Background: an optimization exercise with open tools, aiming at small area, a short achievable clock period and few clock cycles per item. Do not read the settings as production practice. RTL that was checked went through simulation tests only; none was proved equivalent to the original. Power figures rest on the tool's default switching activity, not on a simulated workload.

alpha:
==> module knn_sqrt_pipeline, before the edit <==
module knn_sqrt_pipeline #(
    parameter [16:0] CUT = 17'b11111111111110101
)(
    input  wire        clk,
    input  wire        rst,       
    input  wire        flush,     
    input  wire        vin,
    input  wire [32:0] data_in,
    output wire        vout,
    output wire [16:0] data_out
);
    wire [35:0] rem_w [0:17];
    wire [35:0] quo_w [0:17];
    wire [35:0] rad_w [0:17];
    wire        v_w   [0:17];
    assign rem_w[0] = 36'd0;
    assign quo_w[0] = 36'd0;
    assign rad_w[0] = {3'b000, data_in};
    assign v_w[0]   = vin;
    genvar j;
    generate
        for (j = 0; j < 17; j = j + 1) begin : step
            wire [j+2:0] r2 = {rem_w[j][j:0], rad_w[j][33-2*j:32-2*j]};
            wire [j+2:0] d  = {quo_w[j][j:0], 2'b01};
            wire [j+3:0] t  = {1'b0, r2} - {1'b0, d};
            wire         ok = !t[j+3];
            wire [j+1:0] rn = ok ? t[j+1:0] : r2[j+1:0];
            wire [j:0]   qn = {quo_w[j][j:0], ok};
            if (CUT[j]) begin : reg_s
                reg [j+1:0]      rr;
                reg [j:0]        qr;
                reg [35:0]       sr;
                reg              vr;
                always @(posedge clk) begin
                    if (!rst) vr <= 1'b0;
                    else vr <= v_w[j] & !flush;
                end
                always @(posedge clk) begin
                    rr <= rn;
                    qr <= qn;
                    sr <= rad_w[j];
                end
                assign rem_w[j+1] = rr;
                assign quo_w[j+1] = qr;
                assign rad_w[j+1] = sr;
                assign v_w[j+1]   = vr;
            end else begin : wire_s
                assign rem_w[j+1] = rn;
                assign quo_w[j+1] = qn;
                assign rad_w[j+1] = rad_w[j];
                assign v_w[j+1]   = v_w[j];
            end
        end
    endgenerate
    assign data_out = quo_w[17][16:0];
    assign vout     = v_w[17];
endmodule
export LEC_CHECK = 0
export ABC_CLOCK_PERIOD_IN_PS = 1900
export CAP_MARGIN = 20
export CORE_MARGIN = 2
export CORE_UTILIZATION = 40
export CTS_CLUSTER_DIAMETER = 120
export CTS_CLUSTER_SIZE = 26
export SLEW_MARGIN = 20
create_clock -name core_clock -period 9.0 [get_ports {clk}]
standard.sh (not shown) runs the stock make flow with config.mk's settings and CLKGATE_MAP_FILE= SYNTH_SCRIPT=/design/flow/synth_recipe.tcl, a recipe that flattens the netlist after the stock synthesis.
==> flow/flow/run.sh <==
#!/bin/bash
# Standard ORFS layout (the standard.sh, unchanged synthesis), with the
# resizer's setup repair aimed below the 9 ns clock: repair_timing keeps
# working until setup slack reaches SETUP_SLACK_MARGIN.
set -euo pipefail
bash standard.sh SETUP_SLACK_MARGIN=${MARGIN:-5.9} finish > standard.log 2>&1
Testbench counts of alpha, summed over its fixed seeds: cycles 7,840, queries 1,280.
> inputs changed (alpha -> beta)
--- a/flow/design.v
+++ b/flow/design.v
@@ -14,18 +14,20 @@
     wire [35:0] rad_w [0:17];
     wire        v_w   [0:17];
     assign rem_w[0] = 36'd0;
-    assign quo_w[0] = 36'd0;
+    assign quo_w[0] = 36'd0;          
     assign rad_w[0] = {3'b000, data_in};
     assign v_w[0]   = vin;
     genvar j;
     generate
         for (j = 0; j < 17; j = j + 1) begin : step
             wire [j+2:0] r2 = {rem_w[j][j:0], rad_w[j][33-2*j:32-2*j]};
-            wire [j+2:0] d  = {quo_w[j][j:0], 2'b01};
+            localparam [35:0] QMASK = (36'd1 << j) - 36'd1;    
+            wire [j:0]   qp = ~quo_w[j][j:0] & QMASK[j:0];
+            wire [j+2:0] d  = {qp, 2'b01};
             wire [j+3:0] t  = {1'b0, r2} - {1'b0, d};
             wire         ok = !t[j+3];
             wire [j+1:0] rn = ok ? t[j+1:0] : r2[j+1:0];
-            wire [j:0]   qn = {quo_w[j][j:0], ok};
+            wire [j:0]   qn = {quo_w[j][j:0], !ok};
             if (CUT[j]) begin : reg_s
                 reg [j+1:0]      rr;
                 reg [j:0]        qr;
@@ -52,7 +54,7 @@
             end
         end
     endgenerate
-    assign data_out = quo_w[17][16:0];
+    assign data_out = ~quo_w[17][16:0];
     assign vout     = v_w[17];
 endmodule
 module knn_distance (
Sort beta and alpha by critical path's largest stage delay, descending, and beta comes first. Changes observed in beta relative to alpha: critical path data required time lower; final setup slack of the worst path lower. Die footprint shrinks slightly when moving from alpha to beta. Met2 track demand over resource essentially unchanged between alpha and beta. Share of the cycle needed by the critical path after routing sits higher in beta than in alpha. Compare beta and alpha | routed length on met1 lower: beta. The sequential share of power in beta was higher than what alpha gave. The net switching share of the total power reported for beta is greater than that of alpha by 0.47 points.
For beta, only the layout was checked, not whether the RTL still works.

* * *

Setup of before:
k_nn, a different RTL version from the one above (not shown whole).
Size in the first run: about 960 flip-flops, roughly 41000 um^2 of cells after synthesis.
==> module knn_sqrt_pipeline, before the edit <==
module knn_sqrt_pipeline #(
    parameter [16:0] CUT = 17'b11111111111101010
)(
    input  wire        clk,
    input  wire        rst,       
    input  wire        flush,     
    input  wire        vin,
    input  wire [32:0] data_in,
    output wire        vout,
    output wire [16:0] data_out
);
    wire [35:0] rem_w [0:17];
    wire [35:0] quo_w [0:17];
    wire [35:0] rad_w [0:17];
    wire        v_w   [0:17];
    assign rem_w[0] = 36'd0;
    assign quo_w[0] = 36'd0;          
    assign rad_w[0] = {3'b000, data_in};
    assign v_w[0]   = vin;
    genvar j;
    generate
        for (j = 0; j < 17; j = j + 1) begin : step
            wire [j+2:0] r2 = {rem_w[j][j:0], rad_w[j][33-2*j:32-2*j]};
            localparam [35:0] QMASK = (36'd1 << j) - 36'd1;    
            wire [j:0]   qp = ~quo_w[j][j:0] & QMASK[j:0];
            wire [j+2:0] d  = {qp, 2'b01};
            wire [j+3:0] t  = {1'b0, r2} - {1'b0, d};
            wire         ok = !t[j+3];
            wire [j+1:0] rn = ok ? t[j+1:0] : r2[j+1:0];
            wire [j:0]   qn = {quo_w[j][j:0], !ok};
            if (CUT[j]) begin : reg_s
                reg [j+1:0]      rr;
                reg [j:0]        qr;
                reg [35:0]       sr;
                reg              vr;
                always @(posedge clk) begin
                    if (!rst) vr <= 1'b0;
                    else vr <= v_w[j] & !flush;
                end
                always @(posedge clk) begin
                    rr <= rn;
                    qr <= qn;
                    sr <= rad_w[j];
                end
                assign rem_w[j+1] = rr;
                assign quo_w[j+1] = qr;
                assign rad_w[j+1] = sr;
                assign v_w[j+1]   = vr;
            end else begin : wire_s
                assign rem_w[j+1] = rn;
                assign quo_w[j+1] = qn;
                assign rad_w[j+1] = rad_w[j];
                assign v_w[j+1]   = v_w[j];
            end
        end
    endgenerate
    assign data_out = ~quo_w[17][16:0];
    assign vout     = v_w[17];
endmodule
==> module k_nn, before the edit <==
module k_nn #(
    parameter NUMBER_ELEMENTS = 6,
    parameter DATA_WIDTH = 32,
    parameter CLASS_WIDTH = 8,
    parameter NS = 5
)(
    input  wire                     clk,
    input  wire                     rst,  
    output reg                      m_axis_tvalid,
    input  wire                     m_axis_tready,
    output wire [DATA_WIDTH-1:0]    m_axis_tdata,
    output reg                      m_axis_tlast,
    input  wire                     s_axis_tvalid,
    output wire                     s_axis_tready,
    input  wire [DATA_WIDTH-1:0]    s_axis_tdata,
    input  wire                     s_axis_tlast,
    output wire [DATA_WIDTH-1:0]    distance_result
);
    function [NS-1:0] rot (input [NS-1:0] p);
        rot = {p[NS-2:0], p[NS-1]};
    endfunction
    wire        p_v;
    wire [16:0] p_d;
    reg  [16:0] m_d;
    reg  [5:0]  ko;           
    wire        out_free = !m_axis_tvalid || m_axis_tready;
    wire        commit   = p_v && out_free;
    wire        flush    = p_v && !out_free;
    always @(posedge clk) begin
        if (!rst)
            m_axis_tvalid <= 1'b0;
        else if (out_free)
            m_axis_tvalid <= p_v;
    end
    always @(posedge clk) begin
        if (commit) begin
            m_d          <= p_d;
            m_axis_tlast <= ko[5];
        end
    end
    assign m_axis_tdata = {{(DATA_WIDTH-17){1'b0}}, m_d};
    reg  [31:0] slot [0:NS-1];
    reg  [NS-1:0] wr, com, iss;
    reg  [2:0]  ia, used;
    reg  [5:0]  ik;
    reg         s_rdy;
    reg  [31:0] cur;
    integer c;
    always @(*) begin
        cur = 32'd0;
        for (c = 0; c < NS; c = c + 1)
            cur = cur | ({32{iss[c]}} & slot[c]);
    end
    wire        accept   = s_axis_tvalid && s_rdy;
    wire        can_iss  = ia < used;
    wire        issue    = can_iss && !flush;
    wire        q_done   = commit && ko[5];
    reg  [NS-1:0] iss_n;
    reg  [2:0]  ia_n, used_n;
    reg  [5:0]  ik_n;
    always @(*) begin
        iss_n  = iss;
        ia_n   = ia;
        ik_n   = ik;
        if (flush) begin
            iss_n = com;
            ia_n  = 3'd0;
            ik_n  = ko;
        end else begin
            if (issue) begin
                if (ik[5]) begin
                    iss_n = rot(iss);
                    ia_n  = ia + 3'd1;
                    ik_n  = 6'b000001;
                end else begin
                    ik_n  = {ik[4:0], 1'b0};
                end
            end
            if (q_done)
                ia_n = ia_n - 3'd1;
        end
        used_n = used + {2'b00, accept} - {2'b00, q_done};
    end
    always @(posedge clk) begin
        if (!rst) begin
            wr    <= {{(NS-1){1'b0}}, 1'b1};
            com   <= {{(NS-1){1'b0}}, 1'b1};
            iss   <= {{(NS-1){1'b0}}, 1'b1};
            ia    <= 3'd0;
            used  <= 3'd0;
            ik    <= 6'b000001;
            ko    <= 6'b000001;
            s_rdy <= 1'b0;
        end else begin
            if (accept)
                wr <= rot(wr);
            if (q_done)
                com <= rot(com);
            if (commit)
                ko <= {ko[4:0], ko[5]};
            iss   <= iss_n;
            ia    <= ia_n;
            ik    <= ik_n;
            used  <= used_n;
            s_rdy <= q_done || (accept ? (used < NS-1) : (used < NS));
        end
    end
    assign s_axis_tready = s_rdy;
    integer i;
    always @(posedge clk) begin
        for (i = 0; i < NS; i = i + 1)
            if (s_rdy && wr[i])
                slot[i] <= s_axis_tdata;
    end
    wire        sq_v;
    wire [32:0] sum_sq;
    knn_distance dist_calc (
        .clk(clk), .rst(rst), .flush(flush),
        .vin(issue), .k(ik), .qx(cur[15:0]), .qy(cur[31:16]),
        .vout(sq_v), .sum_sq(sum_sq)
    );
    knn_sqrt_pipeline sqrt_calc (
        .clk(clk), .rst(rst), .flush(flush),
        .vin(sq_v), .data_in(sum_sq),
        .vout(p_v), .data_out(p_d)
    );
    reg  [16:0] nd, sd;
    reg  [1:0]  cnt;
    wire        lt_n = p_d < nd;
    wire        lt_s = p_d < sd;
    always @(posedge clk) begin
        if (commit) begin
            if (ko[0]) begin
                nd  <= p_d;
                sd  <= 17'h1ffff;
                cnt <= 2'd0;
            end else if (ko[1] || ko[2]) begin
                if (lt_n) begin
                    nd <= p_d;
                    sd <= nd;
                end else if (lt_s) begin
                    sd <= p_d;
                end
            end else begin
                if (lt_n)
                    nd <= p_d;
                if (lt_s)
                    cnt <= cnt + 2'd1;
            end
        end
    end
    assign distance_result = {{(CLASS_WIDTH-1){1'b0}}, cnt[1],
                              {(DATA_WIDTH-CLASS_WIDTH-17){1'b0}}, nd};
endmodule
Settings: LEC_CHECK=0, ABC_CLOCK_PERIOD_IN_PS=1900, CAP_MARGIN=20, CORE_MARGIN=2, CORE_UTILIZATION=40, CTS_CLUSTER_DIAMETER=120, CTS_CLUSTER_SIZE=26, SLEW_MARGIN=20; clock period 9.0 ns.
Scripts as last shown in full above: flow/flow/run.sh
Testbench counts of before, summed over its fixed seeds: cycles 7,832, queries 1,280.
Inputs modified between before and after:
diff --git a/flow/design.v b/flow/design.v
--- a/flow/design.v
+++ b/flow/design.v
@@ -1,5 +1,5 @@
 module knn_sqrt_pipeline #(
-    parameter [16:0] CUT = 17'b11111111111101010
+    parameter [16:0] CUT = 17'b11111111111110101
 )(
     input  wire        clk,
     input  wire        rst,       
@@ -14,20 +14,18 @@
     wire [35:0] rad_w [0:17];
     wire        v_w   [0:17];
     assign rem_w[0] = 36'd0;
-    assign quo_w[0] = 36'd0;          
+    assign quo_w[0] = 36'd0;
     assign rad_w[0] = {3'b000, data_in};
     assign v_w[0]   = vin;
     genvar j;
     generate
         for (j = 0; j < 17; j = j + 1) begin : step
             wire [j+2:0] r2 = {rem_w[j][j:0], rad_w[j][33-2*j:32-2*j]};
-            localparam [35:0] QMASK = (36'd1 << j) - 36'd1;    
-            wire [j:0]   qp = ~quo_w[j][j:0] & QMASK[j:0];
-            wire [j+2:0] d  = {qp, 2'b01};
+            wire [j+2:0] d  = {quo_w[j][j:0], 2'b01};
             wire [j+3:0] t  = {1'b0, r2} - {1'b0, d};
             wire         ok = !t[j+3];
             wire [j+1:0] rn = ok ? t[j+1:0] : r2[j+1:0];
-            wire [j:0]   qn = {quo_w[j][j:0], !ok};
+            wire [j:0]   qn = {quo_w[j][j:0], ok};
             if (CUT[j]) begin : reg_s
                 reg [j+1:0]      rr;
                 reg [j:0]        qr;
@@ -54,7 +52,7 @@
             end
         end
     endgenerate
-    assign data_out = ~quo_w[17][16:0];
+    assign data_out = quo_w[17][16:0];
     assign vout     = v_w[17];
 endmodule
 module knn_distance (
@@ -1900,8 +1898,8 @@
     input  wire                     s_axis_tlast,
     output wire [DATA_WIDTH-1:0]    distance_result
 );
-    function [NS-1:0] rot (input [NS-1:0] p);
-        rot = {p[NS-2:0], p[NS-1]};
+    function [2:0] inc (input [2:0] p);
+        inc = (p == NS-1) ? 3'd0 : p + 3'd1;
     endfunction
     wire        p_v;
     wire [16:0] p_d;
@@ -1924,23 +1922,15 @@
     end
     assign m_axis_tdata = {{(DATA_WIDTH-17){1'b0}}, m_d};
     reg  [31:0] slot [0:NS-1];
-    reg  [NS-1:0] wr, com, iss;
-    reg  [2:0]  ia, used;
+    reg  [2:0]  wr, com, iss, ia, used;
     reg  [5:0]  ik;
     reg         s_rdy;
-    reg  [31:0] cur;
-    integer c;
-    always @(*) begin
-        cur = 32'd0;
-        for (c = 0; c < NS; c = c + 1)
-            cur = cur | ({32{iss[c]}} & slot[c]);
-    end
+    wire [31:0] cur = slot[iss];
     wire        accept   = s_axis_tvalid && s_rdy;
     wire        can_iss  = ia < used;
     wire        issue    = can_iss && !flush;
     wire        q_done   = commit && ko[5];
-    reg  [NS-1:0] iss_n;
-    reg  [2:0]  ia_n, used_n;
+    reg  [2:0]  iss_n, ia_n, used_n;
     reg  [5:0]  ik_n;
     always @(*) begin
         iss_n  = iss;
@@ -1953,7 +1943,7 @@
         end else begin
             if (issue) begin
                 if (ik[5]) begin
-                    iss_n = rot(iss);
+                    iss_n = inc(iss);
                     ia_n  = ia + 3'd1;
                     ik_n  = 6'b000001;
                 end else begin
@@ -1967,9 +1957,9 @@
     end
     always @(posedge clk) begin
         if (!rst) begin
-            wr    <= {{(NS-1){1'b0}}, 1'b1};
-            com   <= {{(NS-1){1'b0}}, 1'b1};
-            iss   <= {{(NS-1){1'b0}}, 1'b1};
+            wr    <= 3'd0;
+            com   <= 3'd0;
+            iss   <= 3'd0;
             ia    <= 3'd0;
             used  <= 3'd0;
             ik    <= 6'b000001;
@@ -1977,9 +1967,9 @@
             s_rdy <= 1'b0;
         end else begin
             if (accept)
-                wr <= rot(wr);
+                wr <= inc(wr);
             if (q_done)
-                com <= rot(com);
+                com <= inc(com);
             if (commit)
                 ko <= {ko[4:0], ko[5]};
             iss   <= iss_n;
@@ -1993,7 +1983,7 @@
     integer i;
     always @(posedge clk) begin
         for (i = 0; i < NS; i = i + 1)
-            if (s_rdy && wr[i])
+            if (s_rdy && wr == i)
                 slot[i] <= s_axis_tdata;
     end
     wire        sq_v;
### Flow results
- Compared after against before; number of antenna-violating nets in the routed design within noise.
- Of before and after, the higher starting utilization of the core area belongs to after.
- Via count of the first global-routing pass: lower on before
- Delta (after minus before): average footprint of a synthesized cell saw a decrease, static leakage saw an increase.
For after, only the layout was checked, not whether the RTL still works.

==> separate check: timing with driven ports <==
How much do the figures lean on ideal ports? The routed layouts below were timed once more, with nothing changed but the port constraints.
Step 1 (the two cells are an assumption about what drives the block):
set clk [get_ports {clk}]
set_driving_cell -lib_cell sky130_fd_sc_hd__clkbuf_16 $clk
set_driving_cell -lib_cell sky130_fd_sc_hd__buf_2 [delete_from_list [all_inputs] $clk]
Step 2 times the ports against the registers' clock, not the clock port: input delays grow and output delays shrink by t, the midpoint of the rising clock arrivals with the driver on.
Slacks: ideal / step 1 / step 2; pairs: ideal / step 1.
run | t (ns) | setup WS [ns] | worst setup path at the end | slew at the worst register clock pin (ns)
alpha | 0.684 | 5.936 / 5.898 / 5.297 | input to register | 0.11 / 0.11
beta | 0.685 | 5.895 / 5.831 / 5.312 | input to register | 0.11 / 0.11
before | 0.676 | 5.894 / 5.892 / 5.287 | input to register | 0.11 / 0.11
after | 0.692 | 5.443 / 5.443 / 5.312 | input to register | 0.11 / 0.11
After both steps every run listed still meets setup and hold. For alpha, which loses most, drivers alone change the setup slack by -0.038 ns; drivers and shift together by -0.639 ns.
